What follows belongs to an exercise in optimizing a design on an open flow for small area; a production flow would make more cautious choices.
The RTL was checked by simulation tests, not by an equivalence proof against the original design.
Power is estimated from default activity; no workload was simulated. The clock port is modelled as an ideal driver; clocking choices that lean on that would not hold on a real chip.

File: design/flow/config.mk
export PLATFORM = sky130hd
export DESIGN_NAME = Top
export DESIGN_NICKNAME = Top
export VERILOG_FILES = /design/flow/design.v
export SDC_FILE = /design/flow/constraint.sdc
export NUM_CORES = 8
export LEC_CHECK = 0
export CAP_MARGIN = 20
export CORE_MARGIN = 2
export CORE_UTILIZATION = 65
export SLEW_MARGIN = 20
export SYNTH_HIERARCHICAL = 1
export SYNTH_MINIMUM_KEEP_SIZE = 0
File: design/flow/constraint.sdc
create_clock -name core_clock -period 20.0 [get_ports {clock}]
set_input_delay 4.0000 -clock core_clock [delete_from_list [all_inputs] [get_ports {clock}]]
set_output_delay 4.0000 -clock core_clock [all_outputs]
set_load 0.01 [all_outputs]
File: design/flow/design.v
module ao222n(input a1, input a2, input b1, input b2, input c1, input c2, output y);
  assign y = ~((a1 & a2) | (b1 & b2) | (c1 & c2));
endmodule
module ao22n(input a1, input a2, input b1, input b2, output y);
  assign y = ~((a1 & a2) | (b1 & b2));
endmodule
module wmux(input s, input sn, input a, input b, output y);
  assign y = (s & a) | (sn & b);
endmodule
module nor2m(input a, input b, output y);
  assign y = ~(a | b);
endmodule
module nand2m(input a, input b, output y);
  assign y = ~(a & b);
endmodule
module fadd(input a, input b, input ci, output s, output co);
  assign {co, s} = {1'b0, a} + {1'b0, b} + {1'b0, ci};
endmodule
module radd #(parameter W = 8) (input [W-1:0] a, input [W-1:0] b, input ci,
                                output [W-1:0] s, output co);
  wire [W:0] c;
  assign c[0] = ci;
  genvar k;
  generate
    for (k = 0; k < W; k = k + 1) begin : g
      fadd u(.a(a[k]), .b(b[k]), .ci(c[k]), .s(s[k]), .co(c[k+1]));
    end
  endgenerate
  assign co = c[W];
endmodule
module sel31(input [30:0] s, input [30:0] d, output y);
  wire [10:0] n;
  genvar k;
  generate
    for (k = 0; k < 10; k = k + 1) begin : g
      ao222n u(.a1(s[3*k]), .a2(d[3*k]), .b1(s[3*k+1]), .b2(d[3*k+1]),
               .c1(s[3*k+2]), .c2(d[3*k+2]), .y(n[k]));
    end
  endgenerate
  assign n[10] = ~(s[30] & d[30]);
  assign y = ~&n;
endmodule
module sel8(input [7:0] s, input [7:0] d, output y);
  wire [2:0] n;
  ao222n u0(.a1(s[0]), .a2(d[0]), .b1(s[1]), .b2(d[1]), .c1(s[2]), .c2(d[2]), .y(n[0]));
  ao222n u1(.a1(s[3]), .a2(d[3]), .b1(s[4]), .b2(d[4]), .c1(s[5]), .c2(d[5]), .y(n[1]));
  ao22n  u2(.a1(s[6]), .a2(d[6]), .b1(s[7]), .b2(d[7]), .y(n[2]));
  assign y = ~&n;
endmodule
module Top(
  input         clock,
  input         reset,
  output [9:0]  imem_addr,
  input  [31:0] imem_inst,
  output [9:0]  dmem_addr,
  output [63:0] dmem_wdata,
  output        dmem_we,
  input  [63:0] dmem_rdata
);
  reg  [2:0]  phase;
  reg         clr;        
  reg  [9:0]  pc;         
  reg         cy;         
  reg         eqf;        
  reg  [9:0]  addr_r;     
  reg  [55:0] sbuf;       
  wire [31:0] inst = imem_inst;
  wire [4:0]  rd  = inst[11:7];
  wire [4:0]  rs1 = inst[19:15];
  wire [4:0]  rs2 = inst[24:20];
  wire is_br  = inst[6];
  wire is_st  = ~inst[6] & inst[5] & ~inst[4];
  wire is_r   = inst[5] & inst[4];             
  wire wr_op  = ~inst[6] & ~(inst[5] & ~inst[4]);
  wire p0     = (phase == 3'd0);
  wire p7     = (phase == 3'd7);
  wire [3:0] alo_n, blo_n, wlo, wlo_n;
  wire [7:0] ahi_n, bhi_n, whi, whi_n;
  wire [30:0] sa, sb, sw, swn;
  genvar i, j;
  generate
    for (i = 0; i < 4; i = i + 1) begin : g_plo
      assign alo_n[i] = ~(rs1[1:0] == i);
      assign blo_n[i] = ~(rs2[1:0] == i);
      assign wlo[i]   = clr | (wr_op & (rd[1:0] == i));
      assign wlo_n[i] = ~wlo[i];
    end
    for (i = 0; i < 8; i = i + 1) begin : g_phi
      assign ahi_n[i] = ~(rs1[4:2] == i);
      assign bhi_n[i] = ~(rs2[4:2] == i);
      assign whi[i]   = clr | (rd[4:2] == i);
      assign whi_n[i] = ~whi[i];
    end
    for (i = 0; i < 31; i = i + 1) begin : g_sel
      nor2m  ua(.a(alo_n[(i + 1) % 4]), .b(ahi_n[(i + 1) / 4]), .y(sa[i]));
      nor2m  ub(.a(blo_n[(i + 1) % 4]), .b(bhi_n[(i + 1) / 4]), .y(sb[i]));
      nor2m  uw(.a(wlo_n[(i + 1) % 4]), .b(whi_n[(i + 1) / 4]), .y(sw[i]));
      nand2m un(.a(wlo[(i + 1) % 4]),   .b(whi[(i + 1) / 4]),   .y(swn[i]));
    end
  endgenerate
  wire [7:0] tap0 [0:30];   
  wire [3:0] tap1 [0:30];   
  wire [7:0] wd;
  generate
    for (i = 1; i < 32; i = i + 1) begin : g_reg
      reg  [63:0] r;
      wire [7:0]  nb;
      for (j = 0; j < 8; j = j + 1) begin : g_w
        wmux u(.s(sw[i-1]), .sn(swn[i-1]), .a(wd[j]), .b(r[j]), .y(nb[j]));
      end
      always @(posedge clock)
        r <= {nb, r[63:8]};
      assign tap0[i-1] = r[7:0];
      assign tap1[i-1] = r[11:8];
    end
  endgenerate
  wire [7:0] a, b;
  wire [3:0] a1;
  generate
    for (j = 0; j < 8; j = j + 1) begin : g_rd
      wire [30:0] da, db;
      for (i = 0; i < 31; i = i + 1) begin : g_c
        assign da[i] = tap0[i][j];
      end
      sel31 ua(.s(sa), .d(da), .y(a[j]));
      sel31 ub(.s(sb), .d(da), .y(b[j]));
    end
    for (j = 0; j < 4; j = j + 1) begin : g_rd1
      wire [30:0] da;
      for (i = 0; i < 31; i = i + 1) begin : g_c
        assign da[i] = tap1[i][j];
      end
      sel31 ua(.s(sa), .d(da), .y(a1[j]));
    end
  endgenerate
  wire [11:0] imm  = is_st ? {inst[31:25], inst[11:7]} : inst[31:20];
  wire [7:0]  immb = p0 ? imm[7:0] :
                     (phase == 3'd1) ? {{4{imm[11]}}, imm[11:8]} : {8{imm[11]}};
  wire       use_b = is_r | is_br;
  wire [7:0] opb   = use_b ? b : immb;
  wire       inv   = (is_r & inst[30]) | is_br;
  wire       cin   = p0 ? inv : cy;
  wire [8:0] sum;
  radd #(8) u_alu(.a(a), .b(opb ^ {8{inv}}), .ci(cin), .s(sum[7:0]), .co(sum[8]));
  wire [7:0] lg    = inst[12] ? (a & opb) : (a | opb);
  wire [7:0] alu   = inst[13] ? lg : sum[7:0];
  wire [7:0] sl;
  wire [7:0] ldb;
  generate
    for (i = 0; i < 8; i = i + 1) begin : g_ph
      assign sl[i] = (phase == i) & ~inst[4] & ~clr;
    end
    for (j = 0; j < 8; j = j + 1) begin : g_ld
      wire [7:0] dd;
      for (i = 0; i < 8; i = i + 1) begin : g_c
        assign dd[i] = dmem_rdata[8*i+j];
      end
      sel8 u(.s(sl), .d(dd), .y(ldb[j]));
    end
  endgenerate
  assign wd = ldb | (alu & {8{inst[4] & ~clr}});
  wire       zb    = (sum[7:0] == 8'd0);
  wire [3:0] ahi;
  wire       ahi_co;
  radd #(4) u_ahi(.a(a1), .b(imm[11:8]), .ci(sum[8]), .s(ahi), .co(ahi_co));
  wire [9:0] addr0 = {ahi, sum[7:2]};
  wire [9:0] boff  = {inst[7], inst[30:25], inst[11:9]};
  wire       taken = is_br & eqf & zb;
  wire [9:0] pc_nx;
  wire       pc_co;
  wire       pc_up = p7 & ~clr;    
  radd #(10) u_pc(.a(pc), .b((pc_up & taken) ? boff : 10'd0), .ci(pc_up & ~taken),
                  .s(pc_nx), .co(pc_co));
  always @(posedge clock) begin
    cy   <= sum[8];
    eqf  <= zb & (p0 | eqf);
    sbuf <= {b, sbuf[55:8]};
    if (p0) addr_r <= addr0;
    pc <= reset ? 10'd0 : pc_nx;
    if (reset) begin
      phase <= 3'd0;
      clr   <= 1'b1;
    end else begin
      phase <= phase + 3'd1;
      if (p7) clr <= 1'b0;
    end
  end
  assign imem_addr  = pc;
  assign dmem_addr  = p0 ? addr0 : addr_r;
  assign dmem_wdata = {b, sbuf};
  assign dmem_we    = is_st & p7 & ~clr;
endmodule
File: design/flow/flow/run.sh
#!/bin/bash
# Own layout flow: the standard flow (standard.sh), with two changes:
#  - port buffers use the smallest buffer cell (buf_1) instead of the default pick
#  - clock tree: clkbuf_16 leaf buffers driving clusters of up to 33 flip-flops,
#    clkbuf_8 above them, and no dummy loads
set -euo pipefail
export BUFFER_PORTS_ARGS="-buffer_cell sky130_fd_sc_hd__buf_1"
export CTS_ARGS="-sink_clustering_enable -repair_clock_nets -dont_use_dummy_load -sink_clustering_size 33 -sink_clustering_max_diameter 80 -buf_list sky130_fd_sc_hd__clkbuf_8 -root_buf sky130_fd_sc_hd__clkbuf_8 -sink_clustering_buffer sky130_fd_sc_hd__clkbuf_16"
bash standard.sh finish > standard_flow.log 2>&1
File: design/flow/standard.sh
#!/bin/bash
# synth_recipe.tcl (not shown) runs the flow's synth.tcl, then flattens the netlist and writes it again
# the make line also repeats each setting of config.mk as NAME=value (left out here)
make -C /OpenROAD-flow-scripts/flow DESIGN_CONFIG=/design/flow/config.mk WORK_HOME=/design/flow/orfs CLKGATE_MAP_FILE= SYNTH_SCRIPT=/design/flow/synth_recipe.tcl "${@:-finish}"
==> notes.md <==
Net Count, Synth=3165; CP Buf/Inv Count=2; CTS sink cnt=2066; final-layout fill cell count=4831; RSZ-0062 raised after global routing=no; most frequent cell on the critical path=fa_1; post-synth top area cell=dfxtp_1; Worst path top cell family by delay=adder cells; leakage power=20.7 nW; routed vias/inst=5.88; sw frac=19.7%; die area=77300 um^2; Avg Cell Area, Syn=16.1 um^2; I/O pin cnt=183; grt ovf=0; number of setup buffers added after CTS=0; Detailed Route Iter0 Violations=3468; outcome=finished clean; CP Data Required Time=16.00 ns; sequential-to-total area share from yosys stat=84.7%; min Tclk post-route=16.71 ns; total CTS buffers=73; worst-case reg-to-reg path depth=29; startpoint class of the critical path=primary input; flop2flop setup slack=9.34 ns; Seq pwr share=69.6%; yosys warns=7; htree depth=3; Reg clk slew, reported paths=0.11 ns; FF-to-FF End=pc[9]$_SDFF_PP0_; final wirelength=110000 um; CTS tree=done; placed insts=4199; Placement Setup Slack=3.65 ns; Max transition margin=26.7%; Async SR Flop Fraction=0%; Post-CTS Resized=0; CTS Root Cell=clkbuf_8; flops & latches, synth=2066; Clk Latency, worst-skew pair=0.77 ns; Vias=25100; Worst R2R Start=g_reg[13].r[0]$_DFF_P_; number of global-route vias before repair=24200; die width=278 um; clock tree buffer depth=3; CP max FO=8; Post-Layout Cell Count=4273; Synth Cell Area=48800 um^2; crit-path cells=buf_1 -> nand2b_1 -> nor2_1 -> a222oi_1 -> nand4_1 -> a2111o_1 -> nand2_1 -> o31ai_1 -> xnor2_1 -> fa_1 -> fa_1 -> fa_1 -> fa_1 -> fa_1 -> fa_1 -> fa_1 -> fa_1 -> fa_1 -> fa_1 -> fa_1 -> fa_1 -> nand2_1 -> nand2_1 -> buf_1; DP HPWL=74500 um; Final Hold Fails=0; Max Clk Rate=0.0598 GHz; # nets final=3431; post-route ant nets=0; part of the power in combinational logic=1.5%; Switch Pwr=1.17 mW; crit end category=primary output; Post-synth EDFFs=0; critical path arrival=12.71 ns; initial core utilization=65.6%; fin crit share=83.6%; Die Y-Extent=278 um; Worst path max stage delay=0.74 ns; post-layout util=70.7%; Row Count=100; VDD IR max=0.000102 V; Final TNS setup=0 ns; Synth area leaders=dfxtp_1 (85%), a22o_1 (4.5%), a222oi_1 (4.4%); CORE AREA=74400 um^2; largest net degree at the start of global routing=34; GPL Wtd Cong=1.07; post-synthesis cell type count=47; CTS Hold Bufs=0; GRT Overall Usage=28.0%; clock network power share=28.9%; Worst Tran Pin Value=1.09 ns; Hold Worst Slack=0.279 ns; Top FF cell, synth=dfxtp_1; worst hold-check path type=flip-flop to flip-flop; Final setup viols=0; Final Skew=0.0738 ns; first-pass GRT wire length=158000 um; internal power=4.78 mW; PwrDens=113 nW/um^2; WHS Endpoint=g_reg[19].r[11]$_DFF_P_; layout cells sized above 1=4.12%; crit path max-delay cell type=a222oi_1; initial antenna violation count=3; synthesis-to-layout area growth=7.80%; wire per inst=25.7 um; Crit Path Category=primary input to primary output; drt drc=0; min-delay src=g_reg[19].r[19]$_DFF_P_; post-synth top area share=84.7%; Syn Inst Count=3039; max-cap check violation count=0; DRT Pass-1 Iters=10; Setup WS post-layout=3.29 ns; Cells on Worst Hold Path=0; count of final max-slew check failures=0; Buffers on Ports=177
[per-stage QoR]
stage	area [um^2]	total power, mW
after floorplan	48800	4.28
after global placement	50900	4.32
after detailed placement	50900	4.32
after CTS	52600	5.98
after global routing	52600	6.12
final	52600	5.95
[layer usage]
layer	GRT usage (%)	vias to the layer above	share of wire, %
li1	-	11300	-
met1	40.4	12200	44
met2	43.4	1298	44
met3	4.44	257	8.1
met4	10.0	2	3.9
met5	0	-	0.0073
[per-module statistics from Yosys (local to each module, per instance), excerpt]
module | area (um^2) | cells inside
fadd | 20.0 | 1
sel31 | 27.5 | 4
sel8 | 5.00 | 1
Top | 42900 | 2333
ao22n | 12.5 | 1
ao222n | 10.0 | 1
wmux | 8.76 | 1
nand2m | 3.75 | 1
nor2m | 3.75 | 1
[Yosys cell counts (2+ instances only)]
library cell,number
or3_1,2
and2_1,12
xor2_1,4
a22o_1,248
nor2_1,113
and3b_1,2
o221ai_1,2
or2_2,8
a21o_1,2
a2111o_1,20
fa_1,22
nand2_1,109
o21ai_0,13
nor4_1,3
mux2i_1,2
a211oi_1,3
o31ai_1,3
nand4_1,40
a2111oi_0,2
a21oi_1,10
dfxtp_1,2066
a211oi_2,3
nor2b_1,16
nand2b_1,6
buf_2,3
nand3b_1,6
and3_1,6
nor3_1,10
nor4bb_1,3
xnor2_1,4
inv_1,20
clkbuf_1,13
a31oi_1,3
a22oi_2,8
o21bai_1,4
ha_1,6
or3b_2,5
a2111oi_1,3
nand3_1,11
a222oi_1,216
[area by class of cell]
class / count / area (um^2) / share of cell area (%)
Sequential cell: 2066 / 41400 / 78.6
Multi-Input combinational cell: 935 / 7330 / 13.9
Clock buffer: 73 / 1730 / 3.28
Tap cell: 969 / 1210 / 2.30
Timing Repair Buffer: 209 / 905 / 1.72
Inverter: 20 / 75.1 / 0.143
Antenna cell: 1 / 2.50 / 0.00476
[cells by family (layout without fill, tap and decap cells)]
kind of cell | Yosys count | in the layout | synth area share (%)
buffers and inverters | 38 | 302 | 0.315
adders and majority gates | 29 | 29 | 1.08
AOI/OAI and AO/OA | 543 | 543 | 10.3
other | 0 | 1 | 0
xor gates and xnor gates | 8 | 8 | 0.144
muxes | 2 | 2 | 0.0410
and+or+nand+nor | 353 | 353 | 3.41
DFF | 2066 | 2066 | 84.7
[registers in the layout, summed over array words and instances, names as in the netlist]
name / count
phase: 3
eqf: 1
pc: 10
cy: 1
addr_r: 10
sbuf: 56
clr: 1
g.r: 1984
[power groups by stage]
stage                     clock network [mW]  logic (mW)  registers [mW]
after CTS                               1.75      0.0866            4.14
after floorplan                            0      0.0461            4.23
after detailed placement                   0      0.0859            4.24
after global placement                     0      0.0849            4.24
after global routing                    1.87      0.0943            4.15
final                                   1.72      0.0887            4.14
[layout by cell type, fill, tap and decap left out, types with 4 or more instances in the layout]
| master | count |
|---|---|
| nand4_1 | 40 |
| a222oi_1 | 216 |
| o21ai_0 | 12 |
| clkbuf_16 | 64 |
| nand3_1 | 11 |
| nor2b_1 | 16 |
| a21oi_1 | 10 |
| buf_4 | 32 |
| nor2_1 | 113 |
| fa_1 | 22 |
| a22oi_2 | 8 |
| nand3b_1 | 6 |
| a2111o_1 | 20 |
| nor3_1 | 7 |
| nand2_1 | 109 |
| inv_1 | 20 |
| ha_1 | 6 |
| xnor2_1 | 4 |
| a22o_1 | 248 |
| buf_1 | 177 |
| and3_1 | 6 |
| or3b_2 | 5 |
| nand2b_1 | 6 |
| or2_2 | 8 |
| dfxtp_1 | 2066 |
| and2_1 | 12 |
| clkbuf_8 | 9 |
| xor2_1 | 4 |
[how the worst max path moves through the flow]
stage / startpoint / end / cells after the start
final: imem_inst[21] / dmem_addr[9] / 24
after global routing: imem_inst[21] / dmem_addr[9] / 24
after CTS: imem_inst[20] / dmem_addr[9] / 24
after detailed placement: imem_inst[21] / dmem_addr[9] / 24
after global placement: imem_inst[21] / dmem_addr[9] / 24
after floorplan: imem_inst[22] / dmem_addr[9] / 23

[static timing again, ports no longer ideal]
Ports are ideal in the flow. The routed layout listed here was re-timed in OpenROAD.
Step 1 sets driving cells, clkbuf_16 on the clock port and buf_2 on the other inputs (assumed; they add their load-dependent delay and slew).
Step 2 moves the port delays by t, midway between the first and last clock arrival at a register: inputs arrive t later, outputs are due t later. That takes back most of the time a late clock gives input paths.
Three values: no drivers, after step 1, after step 2; two values: the first two.
shift t [ns]: 0.799
setup WS [ns]: 3.289 / 3.254 / 3.254
hold WS [ns]: 0.279 / 0.279 / 0.279
worst setup path at the end: input to output
slew at the worst register clock pin (ns): 0.12 / 0.12
After both steps setup and hold are still met in this run. The setup slack of this run moves by -0.035 ns with the drivers and by -0.035 ns with both steps.
